This design comes from an exercise in tuning for small area on the open sky130 flow, not from production work. Function was checked by simulation only, so behaviour that the tests miss may differ from the original. Power is estimated from default activity; no workload was simulated.

## flow/design.v

```verilog
`timescale 1ns / 1ps
module project2(clock, reset, switches, buttons, leds, cathods, anodes);
	input  clock;
	input  reset;
	input [6:0] switches;
	input [3:0] buttons;
	output reg [7:0] leds;
	output reg [7:0] cathods;
	output reg [3:0] anodes;
	integer count;
	integer myCount;
	integer player;
	integer defaultMessage;
	integer temp3;
	integer temp2;
	integer temp1;
	integer temp0;
	integer backupValue0;
	integer backupValue1;
	integer backupValue2;
	integer backupValue3;
	integer finalValue0;
	integer finalValue1;
	integer finalValue2;
	integer finalValue3;
	integer pressed;
	integer checking;
	integer flag;
	integer attempts;
	integer flag_attempts;
	always @(posedge clock)
	begin
		if(reset)
		begin
			leds = 8'b00000000;
			cathods = 8'b11111111;
			anodes = 4'b1111;
			count = 0;
			myCount = 0;
			player = 1'b0;
			defaultMessage = 1'b1;
			temp3 = 8'b11111111;
			temp2 = 8'b11111111;
			temp1 = 8'b11111111;
			temp0 = 8'b11111111;
			backupValue0 = 0;
			backupValue1 = 0;
			backupValue2 = 0;
			backupValue3 = 0;
			finalValue0 = 0;
			finalValue1 = 0;
			finalValue2 = 0;
			finalValue3 = 0;
			pressed = 1'b0;
			checking = 0;
			flag = 0;
			attempts = 0;
			flag_attempts = 1'b1;
			end
			else
		begin
		if(checking != 0)
		begin
			flag = 1;
		end
		else
		begin
			flag = 0;
		end
		if(switches[6] == 1)
		begin
			if(flag_attempts == switches[6])
			begin
				attempts = attempts + switches[6];
				flag_attempts = 1'b0;
			end
		end
		if(flag == 1)
		begin
			if(checking == 1)
			begin
				if(myCount < 10000000)
				begin
					leds = 8'b11111111;
				end
				else if(myCount < 20000000)
				begin
					leds = 8'b00000000;
				end
				else
				begin
					myCount = 0;
				end
				myCount = myCount + 1;
				temp3 = 8'b11111111;
				temp2 = 8'b11111111;
				temp1 = 8'b11111111;
				case(attempts)
				4'h0: temp0 = 8'b11000000;
				4'h1: temp0 = 8'b11111001;
				4'h2: temp0 = 8'b10100100;
				4'h3: temp0 = 8'b10110000;
				4'h4: temp0 = 8'b10011001;
				4'h5: temp0 = 8'b10010010;
				4'h6: temp0 = 8'b10000010;
				4'h7: temp0 = 8'b11111000;
				4'h8: temp0 = 8'b10000000;
				4'h9: temp0 = 8'b10010000;
				4'hA: temp0 = 8'b10001000;
				4'hb: temp0 = 8'b10000011;
				4'hC: temp0 = 8'b11000110;
				4'hd: temp0 = 8'b10100001;
				4'hE: temp0 = 8'b10000110;
				4'hF: temp0 = 8'b10001110;
				default: temp0 = 8'b11000000;
				endcase
			end
			else if(checking == 2)
			begin
				temp3 = 8'b11111111;
				temp2 = 8'b10100100;
				temp1 = 8'b11000111;
				temp0 = 8'b11000000;
			end
			else
			begin
				temp3 = 8'b11111111;
				temp2 = 8'b10100100;
				temp1 = 8'b10001001;
				temp0 = 8'b11001111;
			end
			if(switches[5] == 0 && switches[4] == 1 && checking != 1)
			begin
				defaultMessage = 0;
				checking = 0;
				flag_attempts = 1'b1;
			end
			if(switches[5] == 0 && switches[4] == 0 && checking == 1)
			begin
				defaultMessage = 1;
				checking = 0;
				attempts = 0;
				flag_attempts = 1'b1;
				count = 0;
				myCount = 0;
				pressed = 0;
				player = 0;
				leds = 0;
				temp0 = 8'b10111111;
				temp1 = 8'b10111111;
				temp2 = 8'b10111111;
				temp3 = 8'b10111111;
				backupValue0 = 0;
				backupValue1 = 0;
				backupValue2 = 0;
				backupValue3 = 0;
				finalValue0 = 0;
				finalValue1 = 0;
				finalValue2 = 0;
				finalValue3 = 0;
			end
		end
		else
		begin
			if(switches[5] == 1 && player == 1)
			begin
				if(finalValue0 == backupValue0 && finalValue1 == backupValue1 &&
					finalValue2 == backupValue2 && finalValue3 == backupValue3)
				begin
					checking = 1;
				end
				else if((backupValue0 > finalValue0) ||
						 (backupValue0 == finalValue0 && 
						  backupValue1 > finalValue1) ||
						 (backupValue0 == finalValue0 &&
						  backupValue1 == finalValue1 &&
						  backupValue2 > finalValue2) ||
						 (backupValue0 == finalValue0 &&
						  backupValue1 == finalValue1 &&
						  backupValue2 == finalValue2 &&
						  backupValue3 > finalValue3)
						 )
				begin
					checking = 2;
				end
				else
				begin
					checking = 3;
				end
			end
			if(switches[4] != player)
			begin
				backupValue0 = finalValue0;
				backupValue1 = finalValue1;
				backupValue2 = finalValue2;
				backupValue3 = finalValue3;
				finalValue0 = 0;
				finalValue1 = 0;
				finalValue2 = 0;
				finalValue3 = 0;
				defaultMessage = 1;
			end
			if(defaultMessage == 1)
			begin
				temp3 = 8'b10001100;
				temp2 = 8'b11000111;
				temp1 = 8'b11111111;
				if(switches[4] == 1'b0)
				begin
					player = 0;
					temp0 = 8'b11111001;
				end
				else
				begin
					player = 1;
					temp0 = 8'b10100100;
				end
			end
			if(switches[3:0] != 0)
			begin
				if(defaultMessage == 1)
				begin
					defaultMessage = 0;
					temp0 = 8'b11000000;
					temp1 = 8'b11000000;
					temp2 = 8'b11000000;
					temp3 = 8'b11000000;
				end
				else
				begin
					if(pressed == 0)
					begin
						pressed = 1;
						case(switches[3:0])
						4'h1: 
							finalValue0 = finalValue0 + buttons[3:0];
						4'h2:
							finalValue1 = finalValue1 + buttons[3:0];
						4'h4: 
							finalValue2 = finalValue2 + buttons[3:0];
						4'h8:
							finalValue3 = finalValue3 + buttons[3:0];
						endcase
					end
					else
					begin
						if(buttons[3:0] == 0)
						begin
							pressed = 0;
						end
					end
				end
				if(finalValue0 > 15)
				begin
					finalValue0 = 0;
				end
				if(finalValue1 > 15)
				begin
					finalValue1 = 0;
				end
				if(finalValue2 > 15)
				begin
					finalValue2 = 0;
				end
				if(finalValue3 > 15)
				begin
					finalValue3 = 0;
				end
				case(finalValue0)
				4'h0: temp0 = 8'b11000000;
				4'h1: temp0 = 8'b11111001;
				4'h2: temp0 = 8'b10100100;
				4'h3: temp0 = 8'b10110000;
				4'h4: temp0 = 8'b10011001;
				4'h5: temp0 = 8'b10010010;
				4'h6: temp0 = 8'b10000010;
				4'h7: temp0 = 8'b11111000;
				4'h8: temp0 = 8'b10000000;
				4'h9: temp0 = 8'b10010000;
				4'hA: temp0 = 8'b10001000;
				4'hb: temp0 = 8'b10000011;
				4'hC: temp0 = 8'b11000110;
				4'hd: temp0 = 8'b10100001;
				4'hE: temp0 = 8'b10000110;
				4'hF: temp0 = 8'b10001110;
				default: temp0 = 8'b11000000;
				endcase
				case(finalValue1)
				4'h0: temp1 = 8'b11000000;
				4'h1: temp1 = 8'b11111001;
				4'h2: temp1 = 8'b10100100;
				4'h3: temp1 = 8'b10110000;
				4'h4: temp1 = 8'b10011001;
				4'h5: temp1 = 8'b10010010;
				4'h6: temp1 = 8'b10000010;
				4'h7: temp1 = 8'b11111000;
				4'h8: temp1 = 8'b10000000;
				4'h9: temp1 = 8'b10010000;
				4'hA: temp1 = 8'b10001000;
				4'hb: temp1 = 8'b10000011;
				4'hC: temp1 = 8'b11000110;
				4'hd: temp1 = 8'b10100001;
				4'hE: temp1 = 8'b10000110;
				4'hF: temp1 = 8'b10001110;
				default: temp1 = 8'b11000000;
				endcase
				case(finalValue2)
				4'h0: temp2 = 8'b11000000;
				4'h1: temp2 = 8'b11111001;
				4'h2: temp2 = 8'b10100100;
				4'h3: temp2 = 8'b10110000;
				4'h4: temp2 = 8'b10011001;
				4'h5: temp2 = 8'b10010010;
				4'h6: temp2 = 8'b10000010;
				4'h7: temp2 = 8'b11111000;
				4'h8: temp2 = 8'b10000000;
				4'h9: temp2 = 8'b10010000;
				4'hA: temp2 = 8'b10001000;
				4'hb: temp2 = 8'b10000011;
				4'hC: temp2 = 8'b11000110;
				4'hd: temp2 = 8'b10100001;
				4'hE: temp2 = 8'b10000110;
				4'hF: temp2 = 8'b10001110;
				default: temp2 = 8'b11000000;
				endcase
				case(finalValue3)
				4'h0: temp3 = 8'b11000000;
				4'h1: temp3 = 8'b11111001;
				4'h2: temp3 = 8'b10100100;
				4'h3: temp3 = 8'b10110000;
				4'h4: temp3 = 8'b10011001;
				4'h5: temp3 = 8'b10010010;
				4'h6: temp3 = 8'b10000010;
				4'h7: temp3 = 8'b11111000;
				4'h8: temp3 = 8'b10000000;
				4'h9: temp3 = 8'b10010000;
				4'hA: temp3 = 8'b10001000;
				4'hb: temp3 = 8'b10000011;
				4'hC: temp3 = 8'b11000110;
				4'hd: temp3 = 8'b10100001;
				4'hE: temp3 = 8'b10000110;
				4'hF: temp3 = 8'b10001110;
				default: temp3 = 8'b11000000;
				endcase
			end
		end
		if(count <= 1500)
		begin
			anodes = 4'b0111;
			cathods = temp0;
			count = count + 1;
		end
		else if(count <= 3000)
		begin
			anodes = 4'b1011;
			cathods = temp1;
			count = count + 1;
		end
		else if(count <= 4500)
		begin
			anodes = 4'b1101;
			cathods = temp2;
			count = count + 1;
		end
		else if(count <= 6000)
		begin
			anodes = 4'b1110;
			cathods = temp3;
			count = count + 1;
		end
		else
		begin
			count = 0;
		end
		end
	end
endmodule
```

## flow/constraint.sdc

```tcl
create_clock -name core_clock -period 12.0 [get_ports {clock}]
set_input_delay 2.4000 -clock core_clock [delete_from_list [all_inputs] [get_ports {clock}]]
set_output_delay 2.4000 -clock core_clock [all_outputs]
set_load 0.01 [all_outputs]
```

## flow/config.mk

```make
export PLATFORM = sky130hd
export DESIGN_NAME = project2
export DESIGN_NICKNAME = project2
export VERILOG_FILES = /design/flow/design.v
export SDC_FILE = /design/flow/constraint.sdc
export NUM_CORES = 4
export LEC_CHECK = 0
export CAP_MARGIN = 20
export CORE_MARGIN = 2
export CORE_UTILIZATION = 40
export SLEW_MARGIN = 20
```

## flow/run.sh

```bash
#!/bin/bash
# synth_recipe.tcl (not shown) runs the flow's synth.tcl, then flattens the netlist and writes it again
# the make line also repeats each setting of config.mk as NAME=value (left out here)
make -C /OpenROAD-flow-scripts/flow DESIGN_CONFIG=/design/flow/config.mk WORK_HOME=/design/flow/orfs CLKGATE_MAP_FILE= SYNTH_SCRIPT=/design/flow/synth_recipe.tcl finish
```

==> flow_summary_export.csv <==
group,metric,value,unit
synth,syn_avg_cell_area,7.83,µm²
synth,synth_enable_flop_cells,0,
critical_path,worst_r2r_path_depth,23,
critical_path,crit-reg2reg-capture,"cathods[5]$_SDFFE_PP1P_",
global_route,antenna_found_initial,3,
cts,clk_pin_slew,0.06,ns
place,place_area,31000,µm²
critical_path,crit_arrival,9.55,ns
critical_path,register_to_register_setup_slack,4.92,ns
die,start_util,40.4,%
critical_path,timing.critical_path.to_type,"register",
sta,setup_ws,2.96,ns
die,num_io_pins,33,
global_route,number_of_global_route_vias_before_repair,26633,
finish,finalNetCount,3921,
synth,yosys.cell_count.top_type,"dfxtp_1",
sta,slew_violations,0,
cts,cts.repair_timing.setup_buffer_count,0,
drt,vias,28402,
sta,final_worst_path_period_share,75.3,%
critical_path,crit_type,"input pin to register",
finish,final_layout_size_suffix_gt1_share,5.36,%
synth,synth-warning-count,1,
critical_path,critPathBufInv,3,
place,gp_congestion,0.920,
die,chipWidth,278,µm
synth,total_standard_cell_area_after_synthesis,30000,µm²
drt,totalWireLength,91600,µm
critical_path,worstPathMaxFanout,117,
cts,clock_sink_count,495,
sta,grt_setup_unrepaired,"no",
critical_path,worstSetupStartpointType,"input pin",
power,leakagePower,12.0,nW
sta,finalClockSkew,0.0415,ns
critical_path,crit_path_top_delay_cell,"clkdlybuf4s50_1",
cts,tritoncts.num_buffers,57,
cts,cts.root.buffer_cell,"clkbuf_16",
power,p_per_area,115,nW/µm²
worst_hold_path,worst_hold_launch,"temp3[7]$_SDFF_PP1_",
synth,yosys.area.top_type_share,33.0,%
synth,post-synth-top-area-cell,"dfxtp_1",
worst_hold_path,min_delay_path_depth,1,
finish,syn2layout_area_growth,9.62,%
global_route,grt_pass1_wl,148000,µm
cts,cts_max_level,2,
sta,setup_total_negative_slack,0,ns
sta,number_of_hold_violations_in_the_final_report,0,
die,fp.coreArea,74400,µm²
place,port-buffer-count,32,
synth,dominant_synthesized_flop_cell,"dfxtp_1",
global_route,grt_util_all_layers,23.1,%
worst_hold_path,destination_of_the_worst_hold_path,"temp3[7]$_SDFF_PP1_",
place,estimated_wirelength_of_the_detail_placed_design,61900,µm
synth,asyncSetResetFlopFracSynth,0,%
synth,ys_ff_latch,495,
drt,dr.pass1.iters,6,
sta,max-slew-margin-rel,27.6,%
synth,syn_nets,4035,
critical_path,cp_cell_sequence,"clkdlybuf4s50_1, xnor2_4, buf_12, and2_1, ha_1, fa_1, o211ai_1, o21a_1, nor3_1, nand3_1, o311a_1, nor4b_1, and2_1, nor2_1, nor2b_1, inv_1, ha_1, nand2_1, nand2_1, o21ai_0, a221oi_1, a2111o_1, o311a_1, a2111o_1",
die,std_cell_rows,100,
drt,drt_iter0_markers,2567,
power,vdd.ir_drop.worst,0.110,mV
synth,netlist_top_cells_area,"dfxtp_1 (33%), ha_1 (7.6%), nor2_1 (5.3%)",
synth,synth_cell_types,96,
global_route,maximum_number_of_pins_on_one_net_before_global_route_repair,185,
drt,final_antenna_net_count,0,
global_route,total_gr_overflow,0,
synth,most_used_standard_cells_in_the_synthesized_netlist,"dfxtp_1 (495), nor2_1 (428), nand2_1 (312)",
synth,synthesis.instances,3835,
critical_path,critPathMaxStageDelay,0.84,ns
cts,cts_tree,"yes",
outcome,status,"complete, no violations",
synth,synth_seq_area_share,33.0,%
run,cap_violations,0,
critical_path,cp_required,12.51,ns
sta,peak_freq,111,MHz
drt,routedWlPerCell,19.3,µm
place,place_worst_setup_slack,2.55,ns
cts,cts-hold-fix-buffers,0,
drt,route.detailed.drc,0,
finish,post-route-cell-area,32900,µm²
drt,drt-vias-per-instance,6.00,
critical_path,critical-path-top-delay-family,"simple AND/OR/NAND/NOR gates",
die,die_height,278,µm
die,die_area,77300,µm²
finish,fillerInstances,7499,
worst_hold_path,holdCritPathClass,"register to register",
sta,final-setup-viol-count,0,
cts,worst_skew_pair.late_latency,0.65,ns
sta,final.min_clock_period,9.04,ns
critical_path,rr_startpoint,"player[0]$_SDFFE_PP0P_",
cts,clk_path_buf_depth,3,
sta,whs,0.443,ns
sta,worstMarginPinSlew,1.09,ns
cts,cts_resized,0,
-- routing by layer --
layer  GRT usage [%]  up-vias  part of all wire [%]
met5               0        -                 0.033
met4            7.51        6                   2.7
met3            3.25      167                   6.5
met2            36.4      972                    44
met1            32.5    13490                    47
li1                -    13767                     -
-- final cells by class --
| cell class | count | area (µm²) | area share, % |
|---|---|---|---|
| antenna | 1 | 2.50 | 0.00760 |
| clock buffer | 77 | 1590 | 4.83 |
| clock inverter | 27 | 315 | 0.957 |
| inverter | 163 | 612 | 1.86 |
| multi-input combinational | 2924 | 18500 | 56.3 |
| sequential | 495 | 9910 | 30.1 |
| tap | 969 | 1210 | 3.68 |
| timing repair buffer | 80 | 748 | 2.27 |
-- stage by stage --
| stage | util, % | power, W | std cells |
|---|---|---|---|
| 6_report | 44.2 | 0.00379 | 4736 |
| 5_1_grt | 44.2 | 0.00392 | 4735 |
| 4_1_cts | 44.2 | 0.00383 | 4734 |
| 3_5_place_dp | 41.6 | 0.00205 | 4630 |
| 3_3_place_gp | 41.6 | 0.00205 | 4630 |
| 2_1_floorplan | - | 0.00192 | 3835 |
-- worst reg2reg max path: stages (launching register included) --
cell      delay, ns
dfxtp_1        0.64
xnor2_4        0.18
buf_12         0.41
and2_1         0.42
ha_1           0.22
fa_1           0.27
o211ai_1       0.12
o21a_1         0.35
nor3_1         0.56
nand3_1        0.19
o311a_1        0.39
nor4b_1        0.56
and2_1         0.55
nor2_1         0.12
nor2b_1        0.27
inv_1          0.15
ha_1           0.26
nand2_1        0.07
nand2_1        0.07
o21ai_0        0.11
a221oi_1       0.13
a2111o_1       0.42
o311a_1        0.15
a2111o_1       0.34
-- layout by cell type (no fill, tap or decap), types with 47 or more instances in the layout --
master and instances:
o211ai_1 53, nor3_1 102, xor2_1 47, clkbuf_16 57, nor2_1 426, and2_1 125
a31oi_1 51, nand2_1 311, dfxtp_1 495, a21oi_1 237, o21ai_0 171, nor4_1 85
a22oi_1 156, xnor2_1 81, nand3_1 137, nand4_1 110, ha_1 183, and3_1 59
inv_1 161
-- power by group --
part	switching (W)	total (W)	internal [W]
clock	0.000763	0.00177	0.00101
combinational	0.000263	0.000346	0.0000834
sequential	0.0000115	0.00167	0.00166
-- cell families after synthesis --
| logic type | synth area share [%] |
|---|---|
| and+or+nand+nor | 26.7 |
| AOI/OAI and AO/OA | 21.9 |
| DFF | 33.0 |
| buffers and inverters | 5.53 |
| adders and majority gates | 7.89 |
| xor gates and xnor gates | 3.84 |
| muxes | 1.16 |
-- worst max-delay path by stage --
| stage | from | end | slack, ns | cells after the start |
|---|---|---|---|---|
| after floorplan | switches[4] | cathods[5]$_SDFFE_PP1P_ | 3.34 | 28 |
| after global placement | switches[4] | cathods[5]$_SDFFE_PP1P_ | 2.71 | 24 |
| after detailed placement | switches[4] | cathods[5]$_SDFFE_PP1P_ | 2.55 | 24 |
| after CTS | switches[4] | cathods[5]$_SDFFE_PP1P_ | 3.20 | 24 |
| after global routing | switches[4] | cathods[5]$_SDFFE_PP1P_ | 2.53 | 24 |
| final | switches[4] | cathods[5]$_SDFFE_PP1P_ | 2.96 | 24 |

what the ideal ports hide:
No port has a modelled driver above. Below, the same layout with a new extraction and two added sets of constraints. Step 1: set_driving_cell puts a clkbuf_16 on clock and a buf_2 on each other input, an assumption about the parent block. Step 2 times the ports against the registers' clock, not the clock port: input delays grow and output delays shrink by t, the midpoint of the rising clock arrivals with the driver on. a / b / c = no drivers / after step 1 / after step 2; a / b = the first two.
shift t [ns]: 0.692
setup WS [ns]: 2.964 / 2.947 / 2.255
latest minus earliest clock arrival (ns): 0.042 / 0.042
worst slew at a driven data input, ns: 0.09
pins driven straight from the clock port: 1
After both steps this run still meets setup and hold. For this run, drivers alone change the setup slack by -0.017 ns; drivers and shift together by -0.709 ns.
